Context: an optimization exercise on an open-source flow, tuned for small area. The choices shown serve that exercise and are no tape-out recipe. RTL that was checked went through simulation tests only; none was proved equivalent to the original. Power is estimated from default activity; no workload was simulated.

== sierra ==
==> module dec16, before the edit <==
module dec16(en,a,y);
input en;
input [3:0]a;
output [15:0]y;
wire [3:0]nl,nh;
predec2 L(1'b1,a[1:0],nl);
predec2 H(en,a[3:2],nh);
genvar i,j;
generate for(i=0;i<4;i=i+1) begin:HI
	for(j=0;j<4;j=j+1) begin:LO
		g_nor2 N(nh[i],nl[j],y[4*i+j]);
	end
end endgenerate
endmodule
==> module registerR, before the edit <==
module registerR(clk,rstn,pkt_valid,din,fifo_full,rst_int_reg,detect_add,ld_state,laf_state,lfd_state,parity_done,low_pkt_valid,error,dout);
input clk,rstn,pkt_valid,fifo_full,rst_int_reg,detect_add,ld_state,laf_state,lfd_state;
input [7:0]din;
output reg parity_done,low_pkt_valid,error;
output reg [7:0]dout;
reg [7:0]internal_parity;
reg parity_mismatch;
always@(posedge clk)
	if(!rstn)
		dout<=0;
	else if(lfd_state)
		dout<=internal_parity;
	else if(ld_state?!fifo_full:!pkt_valid)
		dout<=din;
always@(posedge clk)
	if(!rstn||rst_int_reg)
		low_pkt_valid<=0;
	else if(ld_state&&!pkt_valid)
		low_pkt_valid<=1;
always@(posedge clk)
	if(detect_add)
		internal_parity<=din;
	else if(lfd_state&&!pkt_valid)
		internal_parity<=0;
	else if(ld_state&&pkt_valid)
		internal_parity<=internal_parity^din;
always@(posedge clk)
	parity_mismatch<=(internal_parity!=din);
always@(posedge clk)
	if(!rstn||detect_add)
		parity_done<=0;
	else
		parity_done<=(ld_state&&!pkt_valid&&!fifo_full)||(laf_state&&!parity_done&&low_pkt_valid);
always@(posedge clk)
	if(!rstn)
		error<=0;
	else
		error<=parity_done&&parity_mismatch;
endmodule
export LEC_CHECK = 0
export CAP_MARGIN = 20
export CORE_MARGIN = 2
export CORE_UTILIZATION = 40
export SLEW_MARGIN = 20
export SYNTH_HIERARCHICAL = 1
create_clock -name core_clock -period 5.0 [get_ports {clk}]
standard.sh (not shown) runs the stock make flow with config.mk's settings and CLKGATE_MAP_FILE= SYNTH_SCRIPT=/design/flow/synth_recipe.tcl, a recipe that flattens the netlist after the stock synthesis.
==> flow/flow/run.sh <==
#!/bin/bash
# Standard ORFS layout, with: every combinational cell first set to the
# smallest cell of its family (repair upsizes where needed), a leaner clock
# tree (no dummy balancing loads, larger sink clusters) and the smallest
# buffer on each port.
set -euo pipefail
here=$(pwd)
export PRE_FLOORPLAN_TCL=$here/flow/downsize.tcl
export CTS_ARGS="-sink_clustering_enable -repair_clock_nets -dont_use_dummy_load -sink_clustering_size ${CTS_SIZE:-30} -sink_clustering_max_diameter ${CTS_DIAM:-100}"
export BUFFER_PORTS_ARGS="-buffer_cell sky130_fd_sc_hd__buf_1"
bash standard.sh > standard.log 2>&1
==> flow/flow/downsize.tcl <==
# Resize every combinational cell to the smallest-area cell of its family
# (same name up to the drive suffix); timing and design repair later in the
# flow upsize where needed. Flip-flops, clock cells and tie cells are left.
set lib_area {}
set fam_best {}
foreach lib [get_libs *] {
  foreach cell [get_lib_cells [get_name $lib]/*] {
    set name [get_name $cell]
    if {![regexp {^(sky130_fd_sc_hd__[a-z0-9]+)_([0-9]+)$} $name -> fam drv]} { continue }
    if {[regexp {__(df|edf|sdf|sedf|dl|sdl|ebuf|einv)} $fam]} { continue }
    if {[regexp {clk|probe|lpflow|dly|conb|tap|fill|decap|diode} $fam]} { continue }
    set area [get_property $cell area]
    if {![dict exists $fam_best $fam]} {
      dict set fam_best $fam [list $name $area $drv]
    } else {
      lassign [dict get $fam_best $fam] bn ba bd
      if {$area < $ba - 1e-6 || (abs($area - $ba) < 1e-6 && $drv > $bd)} {
        dict set fam_best $fam [list $name $area $drv]
      }
    }
  }
}
set n 0
set before 0.0
set after 0.0
foreach inst [get_cells *] {
  set master [get_property $inst ref_name]
  if {![regexp {^(sky130_fd_sc_hd__[a-z0-9]+)_([0-9]+)$} $master -> fam drv]} { continue }
  if {![dict exists $fam_best $fam]} { continue }
  set best [lindex [dict get $fam_best $fam] 0]
  if {$best ne $master} {
    replace_cell $inst $best
    incr n
  }
}
puts "downsize: resized $n cells"
Input changes introduced in fjord (baseline for comparison: sierra):
--- a/flow/design.v
+++ b/flow/design.v
@@ -77,21 +77,29 @@
 endmodule
 module dec16(en,a,y);
 input en;
 input [3:0]a;
 output [15:0]y;
 wire [3:0]nl,nh;
-predec2 L(1'b1,a[1:0],nl);
+predec2n L(a[1:0],nl);
 predec2 H(en,a[3:2],nh);
 genvar i,j;
 generate for(i=0;i<4;i=i+1) begin:HI
 	for(j=0;j<4;j=j+1) begin:LO
 		g_nor2 N(nh[i],nl[j],y[4*i+j]);
 	end
 end endgenerate
 endmodule
+module predec2n(a,ny);
+input [1:0]a;
+output [3:0]ny;
+assign ny[0]=!(a==2'd0);
+assign ny[1]=!(a==2'd1);
+assign ny[2]=!(a==2'd2);
+assign ny[3]=!(a==2'd3);
+endmodule
 module predec2(en,a,ny);
 input en;
 input [1:0]a;
 output [3:0]ny;
 assign ny[0]=!(en&&a==2'd0);
 assign ny[1]=!(en&&a==2'd1);
@@ -247,16 +255,15 @@
 input clk,rstn,pkt_valid,fifo_full,rst_int_reg,detect_add,ld_state,laf_state,lfd_state;
 input [7:0]din;
 output reg parity_done,low_pkt_valid,error;
 output reg [7:0]dout;
 reg [7:0]internal_parity;
 reg parity_mismatch;
+wire [7:0]x=internal_parity^din;
 always@(posedge clk)
-	if(!rstn)
-		dout<=0;
-	else if(lfd_state)
+	if(lfd_state)
 		dout<=internal_parity;
 	else if(ld_state?!fifo_full:!pkt_valid)
 		dout<=din;
 always@(posedge clk)
 	if(!rstn||rst_int_reg)
 		low_pkt_valid<=0;
@@ -265,25 +272,22 @@
 always@(posedge clk)
 	if(detect_add)
 		internal_parity<=din;
 	else if(lfd_state&&!pkt_valid)
 		internal_parity<=0;
 	else if(ld_state&&pkt_valid)
-		internal_parity<=internal_parity^din;
+		internal_parity<=x;
 always@(posedge clk)
-	parity_mismatch<=(internal_parity!=din);
+	parity_mismatch<=|x;
 always@(posedge clk)
 	if(!rstn||detect_add)
 		parity_done<=0;
 	else
 		parity_done<=(ld_state&&!pkt_valid&&!fifo_full)||(laf_state&&!parity_done&&low_pkt_valid);
 always@(posedge clk)
-	if(!rstn)
-		error<=0;
-	else
-		error<=parity_done&&parity_mismatch;
+	error<=rstn&&parity_done&&parity_mismatch;
 endmodule
 module synch(clk,rstn,we_reg,det_addr,re0,re1,re2,empty0,empty1,empty2,full0,full1,full2,din,wr_enb,fifo_full,vld0,vld1,vld2,sft0,sft1,sft2);
 input clk,rstn,we_reg,det_addr,re0,re1,re2,empty0,empty1,empty2,full0,full1,full2;
 input [1:0]din;
 output vld0,vld1,vld2;
 output sft0,sft1,sft2;
[summary]
Every run (sierra and fjord) finished clean.
Cmp fjord vs sierra: number of antenna violations at the first check in global routing lower in fjord
Final cell count of fjord falls short of that of sierra slightly.
Worst setup slack (higher): sierra
Summary of fjord over sierra: internal power contribution has increased, register share of the cell area has increased.
Summary of fjord over sierra: sequential power fell by about 3%; net switching power figure rose by 5.2%; first-pass iteration count of the detailed router fell by 2; hold slack rose by 0.024 ns.
Against sierra, wire length in fjord came out better.
Height of the chip across sierra and fjord: no real change.
Relative to sierra, area of all placed cells without fillers decreased by about 0.9% in fjord.
On initial core utilization, sierra and fjord are basically level.
Between fjord and sierra, the floorplan core area figures differ only marginally.
The RTL of sierra was laid out without a check of its function.

== north ==
Another version of the RTL of rtop (not shown whole).
Size: ~1100 cells after synthesis, roughly 43 I/O pins.
==> module sel16, before the edit <==
module sel16(s,d,y);
input [15:0]s,d;
output y;
wire [5:0]n;
wire o0,o1;
g_a222oi A0(s[0],d[0],s[1],d[1],s[2],d[2],n[0]);
g_a222oi A1(s[3],d[3],s[4],d[4],s[5],d[5],n[1]);
g_a222oi A2(s[6],d[6],s[7],d[7],s[8],d[8],n[2]);
g_a222oi A3(s[9],d[9],s[10],d[10],s[11],d[11],n[3]);
g_a222oi A4(s[12],d[12],s[13],d[13],s[14],d[14],n[4]);
g_nand2 A5(s[15],d[15],n[5]);
g_nand3 B0(n[0],n[1],n[2],o0);
g_nand3 B1(n[3],n[4],n[5],o1);
g_or2 C0(o0,o1,y);
endmodule
export LEC_CHECK = 0
export CAP_MARGIN = 20
export CORE_MARGIN = 2
export CORE_UTILIZATION = 65
export SLEW_MARGIN = 20
export SYNTH_HIERARCHICAL = 1
create_clock -name core_clock -period 5.0 [get_ports {clk}]
Scripts as last shown in full above: flow/flow/run.sh, flow/flow/downsize.tcl
[inputs] south vs north
--- a/flow/design.v
+++ b/flow/design.v
@@ -110,7 +110,7 @@
 input [15:0]s,d;
 output y;
 wire [5:0]n;
-wire o0,o1;
+wire o0;
 g_a222oi A0(s[0],d[0],s[1],d[1],s[2],d[2],n[0]);
 g_a222oi A1(s[3],d[3],s[4],d[4],s[5],d[5],n[1]);
 g_a222oi A2(s[6],d[6],s[7],d[7],s[8],d[8],n[2]);
@@ -118,8 +118,7 @@
 g_a222oi A4(s[12],d[12],s[13],d[13],s[14],d[14],n[4]);
 g_nand2 A5(s[15],d[15],n[5]);
 g_nand3 B0(n[0],n[1],n[2],o0);
-g_nand3 B1(n[3],n[4],n[5],o1);
-g_or2 C0(o0,o1,y);
+g_nand4b B1(o0,n[3],n[4],n[5],y);
 endmodule
 module g_a222oi(a1,a2,b1,b2,c1,c2,y);
 input a1,a2,b1,b2,c1,c2;
@@ -186,6 +185,11 @@
 output y;
 assign y=!a&&!b&&cn;
 endmodule
+module g_nand4b(an,b,c,d,y);
+input an,b,c,d;
+output y;
+assign y=!(!an&&b&&c&&d);
+endmodule
 module fsm_r(clk,rstn,pkt_valid,low_pkt_valid,sftrst,fifo_full,fifo_empty0,fifo_empty1,fifo_empty2,parity_done,din,busy,detect_add,ld_state,laf_state,we_reg,rst_int_reg,lfd_state);
 input clk,rstn,pkt_valid,low_pkt_valid,sftrst,fifo_full,fifo_empty0,fifo_empty1,fifo_empty2,parity_done;
 input [1:0]din;
[summary]
Relative to north, south improves cell area. north -> south: fraction of area in clock buffers and inverters flat. south ended with every stage complete and zero timing, DRC or antenna violations. Initial core utilization: north vs south, no meaningful difference. On shortest clock period the worst path allows after layout, the lower figure sits with south, not north. Post-detailed-route wirelength per cell was higher in south than in north. Diff north -> south: via count lower; maximum count of clock buffers along a single path roughly the same. south ends up with a least setup slack across all paths after layout that is 0.049 ns higher than in north. Clock input transition at the sequential cells of the worst setup and hold paths: south vs north — no meaningful difference.

==> what the ideal ports hide <==
No port has a modelled driver above. Below, the same layouts with a new extraction and two added sets of constraints. Step 1 (the two cells are an assumption about what drives the block):
set clk [get_ports {clk}]
set_driving_cell -lib_cell sky130_fd_sc_hd__clkbuf_16 $clk
set_driving_cell -lib_cell sky130_fd_sc_hd__buf_2 [delete_from_list [all_inputs] $clk]
Step 2 adds t to the input delays and takes it off the output delays; t is the mean of the earliest and latest rising clock arrival at the registers after step 1. Input paths then give back, and output paths get back, about the clock's delay inside the block. a / b / c = ideal ports / drivers / drivers and shift; a / b = the first two.
run	t (ns)	slack for setup (ns)	worst register clock-pin slew, ns	worst slew at a driven data input, ns
sierra	0.587	1.413 / 1.413 / 1.081	0.12 / 0.12	0.03
fjord	0.585	1.399 / 1.399 / 0.830	0.11 / 0.11	0.06
north	0.551	1.614 / 1.641 / 1.090	0.11 / 0.11	0.03
south	0.556	1.663 / 1.689 / 1.133	0.11 / 0.11	0.03
After both steps setup and hold are still met in every run listed. For fjord, which loses most, drivers alone change the setup slack by 0.000 ns; drivers and shift together by -0.569 ns.
